Source: an optimization exercise on an open RTL-to-GDS flow (aim: small area and a short achievable clock period). Production flows keep margins and buffers that such runs may drop.
Only simulation tests tie the RTL to the original design; equivalence was not proved.
Power figures rest on the tool's default switching activity, not on a simulated workload.

==> run M <==
==> flow/design.v (excerpt) <==
module top(clk,reset,a1,a2,a3,b1,b2,b3,c1,c2,c3,c4,c5,c6,c7,c8,c9);
==> flow/config.mk <==
export PLATFORM = sky130hd
export DESIGN_NAME = top
export DESIGN_NICKNAME = top
export VERILOG_FILES = /design/flow/design.v
export SDC_FILE = /design/flow/constraint.sdc
export NUM_CORES = 4
export LEC_CHECK = 0
export CAP_MARGIN = 20
export CORE_MARGIN = 2
export CORE_UTILIZATION = 40
export SETUP_SLACK_MARGIN = 1.85
export SLEW_MARGIN = 20
export SYNTH_HIERARCHICAL = 1
==> flow/constraint.sdc <==
create_clock -name core_clock -period 6.0 [get_ports {clk}]
set_input_delay 1.2000 -clock core_clock [delete_from_list [all_inputs] [get_ports {clk}]]
set_output_delay 1.2000 -clock core_clock [all_outputs]
set_load 0.01 [all_outputs]
standard.sh (not shown) runs the stock make flow with config.mk's settings and CLKGATE_MAP_FILE= SYNTH_SCRIPT=/design/flow/synth_recipe.tcl, a recipe that flattens the netlist after the stock synthesis.
==> flow/flow/run.sh <==
#!/bin/bash
# Standard ORFS layout with buf_1 port buffers (input ones then upsized) and
# no CTS dummy loads.
set -euo pipefail
export BUFFER_PORTS_ARGS="-buffer_cell sky130_fd_sc_hd__buf_1"
export POST_GLOBAL_PLACE_TCL="$(pwd)/flow/post_gpl.tcl"
export CTS_ARGS="-sink_clustering_enable -repair_clock_nets -dont_use_dummy_load -buf_list sky130_fd_sc_hd__clkbuf_8"
export SETUP_MOVE_SEQUENCE="sizeup,swap"
bash standard.sh > standard_flow.log 2>&1
==> flow/flow/post_gpl.tcl <==
# Port buffers are inserted as buf_1; the input ones each drive a PE's partial
# products, so they get a stronger buffer, and so do the inverters they drive.
foreach inst [get_cells input*] {
  replace_cell $inst sky130_fd_sc_hd__buf_4
  foreach pin [get_pins -of_objects [get_nets -of_objects [get_pins [get_full_name $inst]/X]] -filter "direction == input"] {
    set c [get_cells -of_objects $pin]
    if {[get_property $c ref_name] == "sky130_fd_sc_hd__inv_1"} {
      replace_cell $c sky130_fd_sc_hd__inv_4
    }
  }
}
==> inputs of run K, as changes to run M <==
--- a/flow/design.v
+++ b/flow/design.v
@@ -1,43 +1,34 @@
 module top(clk,reset,a1,a2,a3,b1,b2,b3,c1,c2,c3,c4,c5,c6,c7,c8,c9);
  input wire clk,reset;
  input wire [7:0] a1,a2,a3,b1,b2,b3;
  output wire [16:0] c1,c2,c3,c4,c5,c6,c7,c8,c9;
  reg [7:0] a01n,a02n,a11n,a12n,a21n,a22n,b10n,b11n,b12n,b20n,b21n,b22n;
  reg [16:0] acc1,acc2,acc3,acc4,acc5,acc6,acc7,acc8,acc9;
  wire [16:0] n1,n2,n3,n4,n5,n6,n7,n8,n9;
- wire rst_n = ~reset;
- wire [7:0] a1g, a2g, a3g, b1g, b2g, b3g;
- nand8 g1 (a1, rst_n, a1g);
- nand8 g2 (a2, rst_n, a2g);
- nand8 g3 (a3, rst_n, a3g);
- nand8 g4 (b1, rst_n, b1g);
- nand8 g5 (b2, rst_n, b2g);
- nand8 g6 (b3, rst_n, b3g);
  wire [7:0] a1n = ~a1, a2n = ~a2, a3n = ~a3, b1n = ~b1, b2n = ~b2, b3n = ~b3;
  mac_in  m1 (.an(a1n),  .bn(b1n),  .acc(acc1), .reset(reset), .nxt(n1));
  mac_in  m2 (.an(a01n), .bn(b2n),  .acc(acc2), .reset(reset), .nxt(n2));
  mac_in  m3 (.an(a02n), .bn(b3n),  .acc(acc3), .reset(reset), .nxt(n3));
  mac_in  m4 (.an(a2n),  .bn(b10n), .acc(acc4), .reset(reset), .nxt(n4));
  mac_reg m5 (.an(a11n), .bn(b11n), .acc(acc5), .reset(reset), .nxt(n5));
  mac_reg m6 (.an(a12n), .bn(b12n), .acc(acc6), .reset(reset), .nxt(n6));
  mac_in  m7 (.an(a3n),  .bn(b20n), .acc(acc7), .reset(reset), .nxt(n7));
  mac_reg m8 (.an(a21n), .bn(b21n), .acc(acc8), .reset(reset), .nxt(n8));
  mac_reg m9 (.an(a22n), .bn(b22n), .acc(acc9), .reset(reset), .nxt(n9));
  always @(posedge clk) begin
     if (reset) begin
-      a02n <= 8'hff; a12n <= 8'hff; a22n <= 8'hff;
-      b20n <= 8'hff; b21n <= 8'hff; b22n <= 8'hff;
+      a01n <= 8'hff; a02n <= 8'hff; a11n <= 8'hff; a12n <= 8'hff; a21n <= 8'hff; a22n <= 8'hff;
+      b10n <= 8'hff; b11n <= 8'hff; b12n <= 8'hff; b20n <= 8'hff; b21n <= 8'hff; b22n <= 8'hff;
     end
     else begin
-      a02n <= a01n; a12n <= a11n; a22n <= a21n;
-      b20n <= b10n; b21n <= b11n; b22n <= b12n;
+      a01n <= ~a1; a02n <= a01n; a11n <= ~a2; a12n <= a11n; a21n <= ~a3; a22n <= a21n;
+      b10n <= ~b1; b20n <= b10n; b11n <= ~b2; b21n <= b11n; b12n <= ~b3; b22n <= b12n;
     end
-    a01n <= a1g; a11n <= a2g; a21n <= a3g; b10n <= b1g; b11n <= b2g; b12n <= b3g;
     acc1 <= n1; acc2 <= n2; acc3 <= n3; acc4 <= n4; acc5 <= n5;
     acc6 <= n6; acc7 <= n7; acc8 <= n8; acc9 <= n9;
  end
  assign c1 = acc1; assign c2 = acc2; assign c3 = acc3;
  assign c4 = acc4; assign c5 = acc5; assign c6 = acc6;
  assign c7 = acc7; assign c8 = acc8; assign c9 = acc9;
 endmodule
 module mac_in(input wire [7:0] an, input wire [7:0] bn, input wire [16:0] acc, input wire reset, output wire [16:0] nxt);
@@ -428,103 +419,103 @@
   wire pp7_1 = ~an[7] & ~bn[1];
   wire pp7_2 = ~an[7] & ~bn[2];
   wire pp7_3 = ~an[7] & ~bn[3];
   wire pp7_4 = ~an[7] & ~bn[4];
   wire pp7_5 = ~an[7] & ~bn[5];
   wire pp7_6 = ~an[7] & ~bn[6];
   wire pp7_7 = ~an[7] & ~bn[7];
   wire s1, c1;
-  ha us1 (pp0_5, pp1_4, s1, c1);
+  ha us1 (acc[5], pp0_5, s1, c1);
   wire s2, c2;
-  fax us2 (pp0_6, pp1_5, pp2_4, s2, c2);
+  fa us2 (acc[6], pp0_6, pp1_5, s2, c2);
   wire s3, c3;
-  ha us3 (pp3_3, pp4_2, s3, c3);
+  hax us3 (pp2_4, pp3_3, s3, c3);
   wire s4, c4;
-  fax us4 (pp0_7, pp1_6, pp2_5, s4, c4);
+  fa us4 (acc[7], pp0_7, pp1_6, s4, c4);
   wire s5, c5;
-  fax us5 (pp3_4, pp4_3, pp5_2, s5, c5);
+  fa us5 (pp2_5, pp3_4, pp4_3, s5, c5);
   wire s6, c6;
-  ha us6 (pp6_1, pp7_0, s6, c6);
+  hax us6 (pp5_2, pp6_1, s6, c6);
   wire s7, c7;
-  fax us7 (pp1_7, pp2_6, pp3_5, s7, c7);
+  fa us7 (acc[8], pp1_7, pp2_6, s7, c7);
   wire s8, c8;
-  fax us8 (pp4_4, pp5_3, pp6_2, s8, c8);
+  fa us8 (pp3_5, pp4_4, pp5_3, s8, c8);
   wire s9, c9;
-  ha us9 (pp7_1, acc[8], s9, c9);
+  ha us9 (pp6_2, pp7_1, s9, c9);
   wire s10, c10;
-  fa us10 (pp2_7, pp3_6, pp4_5, s10, c10);
+  fa us10 (acc[9], pp2_7, pp3_6, s10, c10);
   wire s11, c11;
-  fa us11 (pp5_4, pp6_3, pp7_2, s11, c11);
+  fa us11 (pp4_5, pp5_4, pp6_3, s11, c11);
   wire s12, c12;
-  fa us12 (pp3_7, pp4_6, pp5_5, s12, c12);
+  fa us12 (acc[10], pp3_7, pp4_6, s12, c12);
   wire s13, c13;
-  ha us13 (pp0_3, pp1_2, s13, c13);
+  ha us13 (acc[3], pp0_3, s13, c13);
   wire s14, c14;
-  fa us14 (pp0_4, pp1_3, pp2_2, s14, c14);
+  fa us14 (acc[4], pp0_4, pp1_3, s14, c14);
   wire s15, c15;
-  ha us15 (pp3_1, pp4_0, s15, c15);
+  ha us15 (pp2_2, pp3_1, s15, c15);
   wire s16, c16;
-  fa us16 (pp2_3, pp3_2, pp4_1, s16, c16);
+  fa us16 (pp1_4, pp2_3, pp3_2, s16, c16);
   wire s17, c17;
-  fa us17 (pp5_0, acc[5], s1, s17, c17);
+  fa us17 (pp4_1, pp5_0, s1, s17, c17);
   wire s18, c18;
-  fa us18 (pp5_1, pp6_0, acc[6], s18, c18);
+  fa us18 (pp4_2, pp5_1, pp6_0, s18, c18);
   wire s19, c19;
-  fa us19 (c1, s3, s2, s19, c19);
+  fax us19 (c1, s3, s2, s19, c19);
   wire s20, c20;
-  fa us20 (acc[7], c3, s6, s20, c20);
+  fa us20 (pp7_0, c3, s6, s20, c20);
   wire s21, c21;
   fa us21 (c2, s4, s5, s21, c21);
   wire s22, c22;
   fax us22 (c6, s9, c4, s22, c22);
   wire s23, c23;
   fa us23 (c5, s7, s8, s23, c23);
   wire s24, c24;
-  fax us24 (acc[9], c9, c7, s24, c24);
+  fax us24 (pp7_2, c9, c7, s24, c24);
   wire s25, c25;
   fa us25 (c8, s10, s11, s25, c25);
   wire s26, c26;
-  fa us26 (pp6_4, pp7_3, acc[10], s26, c26);
+  fa us26 (pp5_5, pp6_4, pp7_3, s26, c26);
   wire s27, c27;
-  fax us27 (c10, c11, s12, s27, c27);
+  fa us27 (c10, c11, s12, s27, c27);
   wire s28, c28;
-  fa us28 (pp4_7, pp5_6, pp6_5, s28, c28);
+  fa us28 (acc[11], pp4_7, pp5_6, s28, c28);
   wire s29, c29;
-  fax us29 (pp7_4, acc[11], c12, s29, c29);
+  fax us29 (pp6_5, pp7_4, c12, s29, c29);
   wire s30, c30;
-  fa us30 (pp5_7, pp6_6, pp7_5, s30, c30);
+  fa us30 (acc[12], pp5_7, pp6_6, s30, c30);
   wire s31, c31;
-  ha us31 (pp0_2, pp1_1, s31, c31);
+  ha us31 (acc[2], pp0_2, s31, c31);
   wire s32, c32;
-  fa us32 (pp2_1, pp3_0, acc[3], s32, c32);
+  fa us32 (pp1_2, pp2_1, pp3_0, s32, c32);
   wire s33, c33;
-  fa us33 (acc[4], c13, s15, s33, c33);
+  fa us33 (pp4_0, c13, s15, s33, c33);
   wire s34, c34;
   fa us34 (c15, c14, s16, s34, c34);
   wire s35, c35;
   fa us35 (c16, c17, s18, s35, c35);
   wire s36, c36;
   fa us36 (c18, s20, c19, s36, c36);
   wire s37, c37;
-  fa us37 (c20, s22, c21, s37, c37);
+  fax us37 (c20, s22, c21, s37, c37);
   wire s38, c38;
-  fa us38 (s24, c22, c23, s38, c38);
+  fax us38 (s24, c22, c23, s38, c38);
   wire s39, c39;
-  fa us39 (s26, c24, s27, s39, c39);
+  fax us39 (s26, c24, s27, s39, c39);
   wire s40, c40;
   fa us40 (c26, s28, s29, s40, c40);
   wire s41, c41;
-  fa us41 (acc[12], c28, s30, s41, c41);
+  fa us41 (pp7_5, c28, s30, s41, c41);
   wire s42, c42;
-  fa us42 (pp6_7, pp7_6, acc[13], s42, c42);
+  fa us42 (acc[13], pp6_7, pp7_6, s42, c42);
   wire s43, c43;
-  ha us43 (pp0_1, pp1_0, s43, c43);
+  ha us43 (acc[1], pp0_1, s43, c43);
   wire s44, c44;
-  fa us44 (pp2_0, acc[2], s31, s44, c44);
+  fa us44 (pp1_1, pp2_0, s31, s44, c44);
   wire s45, c45;
   fa us45 (c31, s13, s32, s45, c45);
   wire s46, c46;
   fa us46 (c32, s14, s33, s46, c46);
   wire s47, c47;
   fa us47 (s17, c33, s34, s47, c47);
   wire s48, c48;
   fa us48 (s19, c34, s35, s48, c48);
@@ -538,22 +529,22 @@
   fa us52 (c25, c38, s39, s52, c52);
   wire s53, c53;
   fa us53 (c27, s40, c39, s53, c53);
   wire s54, c54;
   fa us54 (c29, s41, c40, s54, c54);
   wire s55, c55;
   fa us55 (c30, s42, c41, s55, c55);
   wire s56, c56;
-  fa us56 (pp7_7, acc[14], c42, s56, c56);
+  fa us56 (acc[14], pp7_7, c42, s56, c56);
   wire rs0, rc1;
-  ha r0 (pp0_0, acc[0], rs0, rc1);
+  ha r0 (acc[0], pp0_0, rs0, rc1);
   assign nxt[0] = rs0 & ~reset;
   wire rs1, rc2;
-  fa r1 (acc[1], s43, rc1, rs1, rc2);
+  fa r1 (pp1_0, s43, rc1, rs1, rc2);
   assign nxt[1] = rs1 & ~reset;
   wire rs2, rc3;
   fa r2 (s44, c43, rc2, rs2, rc3);
   assign nxt[2] = rs2 & ~reset;
   wire rs3, rc4;
   fa r3 (s45, c44, rc3, rs3, rc4);
   assign nxt[3] = rs3 & ~reset;
   wire rs4, rc5;
@@ -679,19 +670,16 @@
   assign nxt[14] = ~(sn14 | reset);
   wire sn15;
   xn2 sx15 (p15_15, g14_4, sn15);
   assign nxt[15] = ~(sn15 | reset);
   wire sn16;
   xn2 sx16 (acc[16], g15_4, sn16);
   assign nxt[16] = ~(sn16 | reset);
 endmodule
-module nand8(input wire [7:0] x, input wire e, output wire [7:0] y);
-  assign y = ~(x & {8{e}});
-endmodule
 module fa(input wire x, input wire y, input wire z, output wire s, output wire c);
   assign s = x ^ y ^ z;
   assign c = (x & y) | (z & (x ^ y));
 endmodule
 module fax(input wire x, input wire y, input wire z, output wire s, output wire c);
   wire t;
   x2 u0 (x, y, t);
   x2 u1 (t, z, s);
==> flow/flow/run.sh (replaced) <==
#!/bin/bash
# Standard ORFS layout with buf_1 port buffers (input ones then upsized) and
# no CTS dummy loads.
set -euo pipefail
export BUFFER_PORTS_ARGS="-buffer_cell sky130_fd_sc_hd__buf_1"
export POST_GLOBAL_PLACE_TCL="$(pwd)/flow/post_gpl.tcl"
export CTS_ARGS="-sink_clustering_enable -repair_clock_nets -dont_use_dummy_load -buf_list sky130_fd_sc_hd__clkbuf_8"
bash standard.sh > standard_flow.log 2>&1
==> flow/flow/post_gpl.tcl (replaced) <==
# Port buffers are inserted as buf_1; the input ones each drive a PE's partial
# products, so they get a stronger buffer, and so do the inverters they drive.
foreach inst [get_cells input*] {
  replace_cell $inst sky130_fd_sc_hd__buf_4
  foreach pin [get_pins -of_objects [get_nets -of_objects [get_pins $inst/X]] -filter "direction == input"] {
    set c [get_cells -of_objects $pin]
    if {[get_property $c ref_name] == "sky130_fd_sc_hd__inv_1"} {
      replace_cell $c sky130_fd_sc_hd__inv_4
    }
  }
}
==> flow/config.mk (replaced) <==
export PLATFORM = sky130hd
export DESIGN_NAME = top
export DESIGN_NICKNAME = top
export VERILOG_FILES = /design/flow/design.v
export SDC_FILE = /design/flow/constraint.sdc
export NUM_CORES = 4
export LEC_CHECK = 0
export CAP_MARGIN = 20
export CORE_MARGIN = 2
export CORE_UTILIZATION = 40
export SLEW_MARGIN = 20
export SYNTH_HIERARCHICAL = 1
==> inputs of run X, as changes to run M <==
==> flow/config.mk (replaced) <==
export PLATFORM = sky130hd
export DESIGN_NAME = top
export DESIGN_NICKNAME = top
export VERILOG_FILES = /design/flow/design.v
export SDC_FILE = /design/flow/constraint.sdc
export NUM_CORES = 4
export LEC_CHECK = 0
export CAP_MARGIN = 20
export CORE_MARGIN = 2
export CORE_UTILIZATION = 40
export GPL_TIMING_DRIVEN = 0
export SETUP_SLACK_MARGIN = 1.85
export SLEW_MARGIN = 20
export SYNTH_HIERARCHICAL = 1
==> summary.txt <==
* Vias in the first global route at 20,600
* Mapped Nets at 3,190
* Clock buffers at 50
* Status: timing/DRC/antenna clean
* Die height at roughly 250 um
* Top achievable clock speed at 250 MHz
* CP max stage delay at 0.59 ns
Source of the figures above: run M

==> summary.txt <==
* Status: timing/DRC/antenna clean
* CP arrival at approximately 4.6 ns
* CP max stage delay at between 0.3 and 0.4 ns
* Most common cell after layout, fill and taps aside: nor2_1
* Die height at 253 um
* Top achievable clock speed at between 200 and 250 MHz
* Net Switching at roughly 4.7 mW
Source of the figures above: run X

==> summary.txt <==
* Vias per inst at 5.31
* CP max stage delay at 0.60 ns
* Mapped Nets at 3,180
* Starting Density at 0.404
* P_comb at 5.33 mW
* Clock buffers at 54
* Worst path top cell family by delay: XOR/XNOR gates
* Met2 wire len at about 32,000 um
* Die X at 253 um
* Die height at 253 um
* Met2 Resource Use GR at 0.353
* Synthesized cell area at 24,900 sq um
* Status: timing/DRC/antenna clean
Source of the figures above: run K

==> port drivers added, routing unchanged <==
The flow's constraints put no driver on any port. The routed layouts listed below were extracted and timed again, unchanged, in two steps. Step 1, drivers: a clkbuf_16 drives clk and a buf_2 each remaining input, both assumed. Step 2 times the ports against the registers' clock, not the clock port: input delays grow and output delays shrink by t, the midpoint of the rising clock arrivals with the driver on. Three values: no drivers, after step 1, after step 2; two values: the first two.
run | t, ns | setup slack, ns | worst hold slack (ns) | worst setup path after step 2
run M | 0.660 | 2.001 / 2.026 / 1.366 | 0.506 / 0.506 / 0.506 | input to register
run K | 0.689 | 1.688 / 1.716 / 1.027 | 0.502 / 0.502 / 0.502 | input to register
run X | 0.681 | 1.906 / 1.919 / 1.237 | 0.425 / 0.425 / 0.425 | input to register
After both steps every run listed still meets setup and hold. For run X, which loses most, drivers alone change the setup slack by +0.013 ns; drivers and shift together by -0.669 ns.
